Source: an optimization exercise on an open RTL-to-GDS flow (aim: small area). Production flows keep margins and buffers that such runs may drop. Function was checked by simulation only, so behaviour that the tests miss may differ from the original. Power is estimated from default activity; no workload was simulated.

==> inputs of branch umber <==
==> flow/design.v <==
module font_rom (
    input  [5:0] code,
    input  [2:0] row,
    input  [2:0] col,
    output       bit_out
);
    wire [63:0] bitmap =
        ({64{code == 6'd1}} & 64'h0033333F33331E0C) |
        ({64{code == 6'd2}} & 64'h003F66663E66663F) |
        ({64{code == 6'd3}} & 64'h003C66030303663C) |
        ({64{code == 6'd4}} & 64'h001F36666666361F) |
        ({64{code == 6'd5}} & 64'h007F46161E16467F) |
        ({64{code == 6'd6}} & 64'h000F06161E16467F) |
        ({64{code == 6'd7}} & 64'h007C66730303663C) |
        ({64{code == 6'd8}} & 64'h003333333F333333) |
        ({64{code == 6'd9}} & 64'h001E0C0C0C0C0C1E) |
        ({64{code == 6'd10}} & 64'h001E333330303078) |
        ({64{code == 6'd11}} & 64'h006766361E366667) |
        ({64{code == 6'd12}} & 64'h007F66460606060F) |
        ({64{code == 6'd13}} & 64'h0063636B7F7F7763) |
        ({64{code == 6'd14}} & 64'h006363737B6F6763) |
        ({64{code == 6'd15}} & 64'h001C36636363361C) |
        ({64{code == 6'd16}} & 64'h000F06063E66663F) |
        ({64{code == 6'd17}} & 64'h00381E3B3333331E) |
        ({64{code == 6'd18}} & 64'h006766363E66663F) |
        ({64{code == 6'd19}} & 64'h001E33380E07331E) |
        ({64{code == 6'd20}} & 64'h001E0C0C0C0C2D3F) |
        ({64{code == 6'd21}} & 64'h003F333333333333) |
        ({64{code == 6'd22}} & 64'h000C1E3333333333) |
        ({64{code == 6'd23}} & 64'h0063777F6B636363) |
        ({64{code == 6'd24}} & 64'h0063361C1C366363) |
        ({64{code == 6'd25}} & 64'h001E0C0C1E333333) |
        ({64{code == 6'd26}} & 64'h007F664C1831637F) |
        ({64{code == 6'd27}} & 64'h003E676F7B73633E) |
        ({64{code == 6'd28}} & 64'h003F0C0C0C0C0E0C) |
        ({64{code == 6'd29}} & 64'h003F33061C30331E) |
        ({64{code == 6'd30}} & 64'h001E33301C30331E) |
        ({64{code == 6'd31}} & 64'h0078307F33363C38) |
        ({64{code == 6'd32}} & 64'h001E3330301F033F) |
        ({64{code == 6'd33}} & 64'h001E33331F03061C) |
        ({64{code == 6'd34}} & 64'h000C0C0C1830333F) |
        ({64{code == 6'd35}} & 64'h001E33331E33331E) |
        ({64{code == 6'd36}} & 64'h000E18303E33331E) |
        ({64{code == 6'd37}} & 64'h000C0C0000000000) |
        ({64{code == 6'd38}} & 64'h060C0C0000000000) |
        ({64{code == 6'd39}} & 64'h000C000C1830331E) |
        ({64{code == 6'd40}} & 64'h00180018183C3C18) |
        ({64{code == 6'd41}} & 64'h000103060C183060) |
        ({64{code == 6'd42}} & 64'h00406030180C0603) |
        ({64{code == 6'd43}} & 64'h00FF000000000000) |
        ({64{code == 6'd44}} & 64'h000000003F000000) |
        ({64{code == 6'd45}} & 64'h0018181818181818) |
        ({64{code == 6'd46}} & 64'h0000001E3333331E) |
        ({64{code == 6'd47}} & 64'h000C0C00000C0C00) |
        ({64{code == 6'd48}} & 64'h0000000000030606);
    assign bit_out = bitmap[{row, col}];
endmodule
module svo_tmds (
	input clk, resetn, de,
	input [1:0] ctrl,
	input din,
	output reg [9:0] dout0,
	output reg [9:0] dout12
);
	reg signed [3:0] cnt;
	reg [3:0] q_out, dout_buf2, dout_code;
	wire neg = cnt[3];
	always @(posedge clk) begin
		if (!resetn) begin
			cnt <= 0;
			q_out <= 0;
		end else if (!de) begin
			cnt <= 0;
			q_out <= {2'b01, ctrl};
		end else begin
			cnt <= neg ? cnt + (din ? 4'sd3 : 4'sd5) : cnt - 4'sd4;
			q_out <= {2'b10, neg, din};
		end
		dout_buf2 <= q_out;
		dout_code <= dout_buf2;
	end
	reg [9:0] data_word;
	always @(*) begin
		case (dout_code[1:0])
			2'b00: data_word = 10'h100;
			2'b01: data_word = 10'h200;
			2'b10: data_word = 10'h3ff;
			2'b11: data_word = 10'h0ff;
		endcase
		if (dout_code[3]) begin
			dout0 = data_word;
			dout12 = data_word;
		end else if (dout_code[2]) begin
			case (dout_code[1:0])
				2'b00: dout0 = 10'b1101010100;
				2'b01: dout0 = 10'b0010101011;
				2'b10: dout0 = 10'b0101010100;
				2'b11: dout0 = 10'b1010101011;
			endcase
			dout12 = 10'b1101010100;
		end else begin
			dout0 = 10'b0;
			dout12 = 10'b0;
		end
	end
endmodule
`timescale 1ns / 1ps
module svo_enc (
	input clk, resetn,
	output [9:0] disp_x,
	output [8:0] disp_y,
	output [3:0] rd_col,
	output [2:0] rd_grid_y,
	output de,
	output [1:0] ctrl,    
	output text           
);
	reg [10:0] hx;
	reg [9:0] ln;
	always @(posedge clk) begin
		if (!resetn) begin
			hx <= 11'd1212;
			ln <= 10'd720;
		end else begin
			hx <= (hx == 11'd1663) ? 11'd0 : hx + 11'd1;
			if (hx == 11'd1023)
				ln <= (ln == 10'd747) ? 10'd0 : ln + 10'd1;
		end
	end
	assign disp_x = hx[10] ? 10'd0 : hx[9:0];
	assign disp_y = ln[9] ? 9'd0 : ln[8:0];
	wire [10:0] hx_inc = hx + 11'd1;
	assign rd_col = hx_inc[10] ? 4'd0 : hx_inc[9:6];
	wire [9:0] ln_next = (hx == 11'd1023) ? ((ln == 10'd747) ? 10'd0 : ln + 10'd1) : ln;
	assign rd_grid_y = ln_next[9] ? 3'd0 : ln_next[8:6];
	wire late    = hx >= 11'd1024 && hx < 11'd1223;    
	wire blank_h = hx >= 11'd1223 && hx < 11'd1607;
	wire hsync   = hx >= 11'd1287 && hx < 11'd1415;
	wire text_h  = hx >= 11'd7 && hx < 11'd1031;
	wire blank_v = late ? (ln >= 10'd721 || ln == 10'd0) : (ln >= 10'd720);
	wire vsync   = late ? (ln >= 10'd724 && ln < 10'd729) : (ln >= 10'd723 && ln < 10'd728);
	wire text_v  = late ? (ln >= 10'd1 && ln < 10'd513) : (ln < 10'd512);
	assign de = !(blank_h || blank_v);
	assign ctrl = {vsync, hsync};
	assign text = text_h && text_v;
endmodule
`timescale 1ns / 1ps
module svo_canvas (
    input            clk,
    input            resetn,
    input            user_clk,
    input      [2:0] user_data_3,
    input      [9:0] display_x,
    input      [8:0] display_y,
    input      [3:0] rd_col,
    input      [2:0] rd_grid_y,
    output           pixel
);
    reg [2:0] user_clk_q;
    wire user_clk_rise = user_clk_q[1] && !user_clk_q[2];
    wire user_clk_fall = !user_clk_q[1] && user_clk_q[2];
    reg       write_clk;
    reg       load_upper;
    reg [5:0] user_data_6;
    reg [6:0] last_pos;
    reg       any_wr;
    reg       two_wr;
    reg       enable_read_offset;
    reg [2:0] read_offset;
    wire       do_write = user_clk_rise && !write_clk;
    wire [6:0] wr_pos   = two_wr ? last_pos + 7'd1 : 7'd0;
    always @(posedge clk) begin
        if (!resetn) begin
            user_clk_q <= 0;
            write_clk <= 0;
            load_upper <= 0;
            user_data_6 <= 0;
            last_pos <= 0;
            any_wr <= 0;
            two_wr <= 0;
            enable_read_offset <= 0;
            read_offset <= 0;
        end else begin
            user_clk_q <= { user_clk_q[1:0], user_clk };
            if (user_clk_rise)
                write_clk <= !write_clk;
            if (user_clk_fall) begin
                load_upper <= !load_upper;
                if (load_upper)
                    user_data_6[5:3] <= user_data_3;
                else
                    user_data_6[2:0] <= user_data_3;
            end
            if (do_write) begin
                last_pos <= wr_pos;
                any_wr <= 1;
                two_wr <= any_wr;
                if (wr_pos == 7'd127)
                    enable_read_offset <= 1;
                if (enable_read_offset && wr_pos[3:0] == 0)
                    read_offset <= read_offset + 1;
            end
        end
    end
    wire [2:0] rd_row = rd_grid_y + read_offset;
    wire [6:0] rd_pos = { rd_row, rd_col };
    wire [2:0] lw_row = last_pos[6:4];
    wire [3:0] lw_col = last_pos[3:0];
    wire rd_valid = two_wr && ((rd_row < lw_row) ||
                               (rd_row == lw_row && rd_col <= lw_col) ||
                               (enable_read_offset && rd_row > lw_row));
    reg [3:0]  ph;
    reg [95:0] ring [0:7];
    reg        pa_v, pb_v;
    reg [5:0]  pa_d, pb_d;
    wire [6:0] pa_pos = last_pos;
    wire [6:0] pb_pos = last_pos - 7'd1;
    wire commit_a = pa_v && pa_pos[3:0] == ph;
    wire commit_b = pb_v && pb_pos[3:0] == ph;
    wire mem_write = do_write && any_wr;    
    reg [5:0] ring_in [0:7];
    integer r;
    always @(*) begin
        for (r = 0; r < 8; r = r + 1) begin
            if (commit_a && pa_pos[6:4] == r)
                ring_in[r] = pa_d;
            else if (commit_b && pb_pos[6:4] == r)
                ring_in[r] = pb_d;
            else
                ring_in[r] = ring[r][5:0];
        end
    end
    always @(posedge clk) begin
        for (r = 0; r < 8; r = r + 1)
            ring[r] <= { ring_in[r], ring[r][95:6] };
    end
    always @(posedge clk) begin
        if (!resetn) begin
            ph <= 0;
            pa_v <= 0;
            pb_v <= 0;
        end else begin
            ph <= ph + 4'd1;
            if (mem_write) begin
                pa_v <= 1;
                pa_d <= user_data_6;
                pb_v <= pa_v && !commit_a;
                pb_d <= pa_d;
            end else begin
                if (commit_a) pa_v <= 0;
                if (commit_b) pb_v <= 0;
            end
        end
    end
    wire [3:0] c  = display_x[9:6];
    wire [2:0] g  = display_y[8:6];
    wire at_c  = ph == c;
    wire at_c1 = ph == c + 4'd1;
    wire [2:0] row_a = g + read_offset;
    wire [2:0] row_b = row_a + 3'd1;
    wire [5:0] tap_a = ring_in[row_a];
    wire [5:0] tap_b = ring_in[row_b];
    reg  [5:0] x00, x10, x01, x11;
    wire [5:0] f00 = at_c  ? tap_a : x00;
    wire [5:0] f10 = at_c  ? tap_b : x10;
    wire [5:0] f01 = at_c1 ? tap_a : x01;
    wire [5:0] f11 = at_c1 ? tap_b : x11;
    wire colchg = rd_col != c;
    wire scroll = do_write && enable_read_offset && wr_pos[3:0] == 0;
    always @(posedge clk) begin
        x00 <= scroll ? (colchg ? f11 : f10) : (colchg ? f01 : f00);
        x10 <= colchg ? f11 : f10;
        x01 <= scroll ? f11 : f01;
        x11 <= f11;
    end
    wire [5:0] rd_data = (pa_v && rd_pos == pa_pos) ? pa_d :
                         (pb_v && rd_pos == pb_pos) ? pb_d :
                         colchg ? f01 : f00;
    reg  [5:0] char_code_q;
    reg        pix_q;
    wire       font_bit;
    font_rom font_bitmaps (
        .code(char_code_q),
        .row(display_y[5:3]),
        .col(display_x[5:3]),
        .bit_out(font_bit)
    );
    always @(posedge clk) begin
        if (!resetn) begin
            char_code_q <= 0;
            pix_q <= 0;
        end else begin
            char_code_q <= rd_valid ? rd_data : 6'd0;
            pix_q <= font_bit;
        end
    end
    reg [6:0] pix_d;
    always @(posedge clk)
        pix_d <= { pix_d[5:0], pix_q };
    assign pixel = pix_d[6];
endmodule
`timescale 1ns / 1ps
module hdmi_text_top (
	input clk,
	input resetn,
	input user_clk,
	input [2:0] user_data_3,
	output [9:0] tmds_ch0,
	output [9:0] tmds_ch1,
	output [9:0] tmds_ch2
);
	reg [3:0] resetn_clk_pixel_q;
	always @(posedge clk)
		resetn_clk_pixel_q <= {resetn_clk_pixel_q, resetn};
	wire clk_pixel_resetn = resetn_clk_pixel_q[3];
	wire [9:0] display_x;
	wire [8:0] display_y;
	wire [3:0] rd_col;
	wire [2:0] rd_grid_y;
	wire de, text, pixel;
	wire [1:0] ctrl;
	svo_enc svo_enc (
		.clk(clk),
		.resetn(clk_pixel_resetn),
		.disp_x(display_x),
		.disp_y(display_y),
		.rd_col(rd_col),
		.rd_grid_y(rd_grid_y),
		.de(de),
		.ctrl(ctrl),
		.text(text)
	);
	svo_canvas svo_canvas (
		.clk(clk),
		.resetn(resetn),
		.user_clk(user_clk),
		.user_data_3(user_data_3),
		.display_x(display_x),
		.display_y(display_y),
		.rd_col(rd_col),
		.rd_grid_y(rd_grid_y),
		.pixel(pixel)
	);
	wire [9:0] tmds_ch12;
	svo_tmds svo_tmds (
		.clk(clk),
		.resetn(clk_pixel_resetn),
		.de(de),
		.ctrl(ctrl),
		.din(text && pixel),
		.dout0(tmds_ch0),
		.dout12(tmds_ch12)
	);
	assign tmds_ch1 = tmds_ch12;
	assign tmds_ch2 = tmds_ch12;
endmodule
==> flow/flow/run.sh <==
#!/bin/bash
set -euo pipefail
export CTS_ARGS="-sink_clustering_enable -repair_clock_nets -sink_clustering_size 18 -sink_clustering_max_diameter 50 -buf_list sky130_fd_sc_hd__clkbuf_8 -dont_use_dummy_load"
bash standard.sh > standard.log 2>&1
==> flow/standard.sh <==
#!/bin/bash
# synth_recipe.tcl (not shown) runs the flow's synth.tcl, then flattens the netlist and writes it again
# the make line also repeats each setting of config.mk as NAME=value (left out here)
make -C /OpenROAD-flow-scripts/flow DESIGN_CONFIG=/design/flow/config.mk WORK_HOME=/design/flow/orfs CLKGATE_MAP_FILE= SYNTH_SCRIPT=/design/flow/synth_recipe.tcl "${@:-finish}"
==> flow/config.mk <==
export PLATFORM = sky130hd
export DESIGN_NAME = hdmi_text_top
export DESIGN_NICKNAME = hdmi_text_top
export VERILOG_FILES = /design/flow/design.v
export SDC_FILE = /design/flow/constraint.sdc
export NUM_CORES = 4
export LEC_CHECK = 0
export ABC_AREA = 1
export CAP_MARGIN = 20
export CORE_MARGIN = 2
export CORE_UTILIZATION = 40
export SLEW_MARGIN = 20
==> flow/constraint.sdc <==
create_clock -name core_clock -period 10.0 [get_ports {clk}]
set_input_delay 2.0000 -clock core_clock [delete_from_list [all_inputs] [get_ports {clk}]]
set_output_delay 2.0000 -clock core_clock [all_outputs]
set_load 0.01 [all_outputs]
==> branch onyx: changes against branch umber <==
==> flow/run.sh (new file) <==
#!/bin/bash
# synth_recipe.tcl (not shown) runs the flow's synth.tcl, then flattens the netlist and writes it again
# the make line also repeats each setting of config.mk as NAME=value (left out here)
make -C /OpenROAD-flow-scripts/flow DESIGN_CONFIG=/design/flow/config.mk WORK_HOME=/design/flow/orfs CLKGATE_MAP_FILE= SYNTH_SCRIPT=/design/flow/synth_recipe.tcl finish
- CTS_BUF_LIST: unset -> sky130_fd_sc_hd__clkbuf_4
removed: flow/flow/run.sh
removed: flow/standard.sh
==> qor summary <==
|  | branch umber | branch onyx |
|---|---|---|
| Status | no timing/DRC/antenna violations | no timing/DRC/antenna violations |
| PnR Total Power | 5380 µW | 6480 µW |
| Antenna cell count | 1 | 5 |
| Max incr delay on CP | 0.67 ns | 0.65 ns |
| DR vias/cell | 4.96 | 4.82 |
| Filler cells | 6279 | 6232 |
| Seq pwr share | 66.8% | 55.5% |
| Fraction of power spent switching nets | 20.8% | 22.2% |
| Met2 layer usage reported by global route | 28.6% | 29.5% |
| Power dissipated in the clock network | 1590 µW | 2690 µW |
| Synth-to-layout area growth | 8.01% | 14.3% |
| Time the final worst path needs with I/O delays and setup | 4.76 ns | 4.83 ns |
| H-tree levels | 3 | 4 |
| Detailed Route Iter0 Violations | 1542 | 1445 |
| Timing endpoint of the critical path | svo_canvas.char_code_q[5]$_SDFF_PN0_ | tmds_ch0[1] |
| Power consumed by combinational cells | 197 µW | 196 µW |
| Crit path required time | 10.50 ns | 8.00 ns |
| Share of cell area taken by flip-flops and latches | 62.9% | 59.4% |

## separate check: timing with driven ports
The flow's constraints put no driver on any port. The routed layouts listed below were extracted and timed again, unchanged, in two steps.
Step 1 (the two cells are an assumption about what drives the block):
set clk [get_ports {clk}]
set_driving_cell -lib_cell sky130_fd_sc_hd__clkbuf_16 $clk
set_driving_cell -lib_cell sky130_fd_sc_hd__buf_2 [delete_from_list [all_inputs] $clk]
Step 2 times the ports against the registers' clock, not the clock port: input delays grow and output delays shrink by t, the midpoint of the rising clock arrivals with the driver on.
Slacks: ideal ports / drivers / drivers and shift; pairs: ideal ports / drivers.
run	t, ns	setup WS [ns]	worst hold slack (ns)
branch umber	0.683	5.243 / 5.243 / 5.243	0.288 / 0.288 / 0.288
branch onyx	1.017	5.172 / 5.117 / 5.185	0.291 / 0.291 / 0.291
After both steps setup and hold are still met in every run listed.
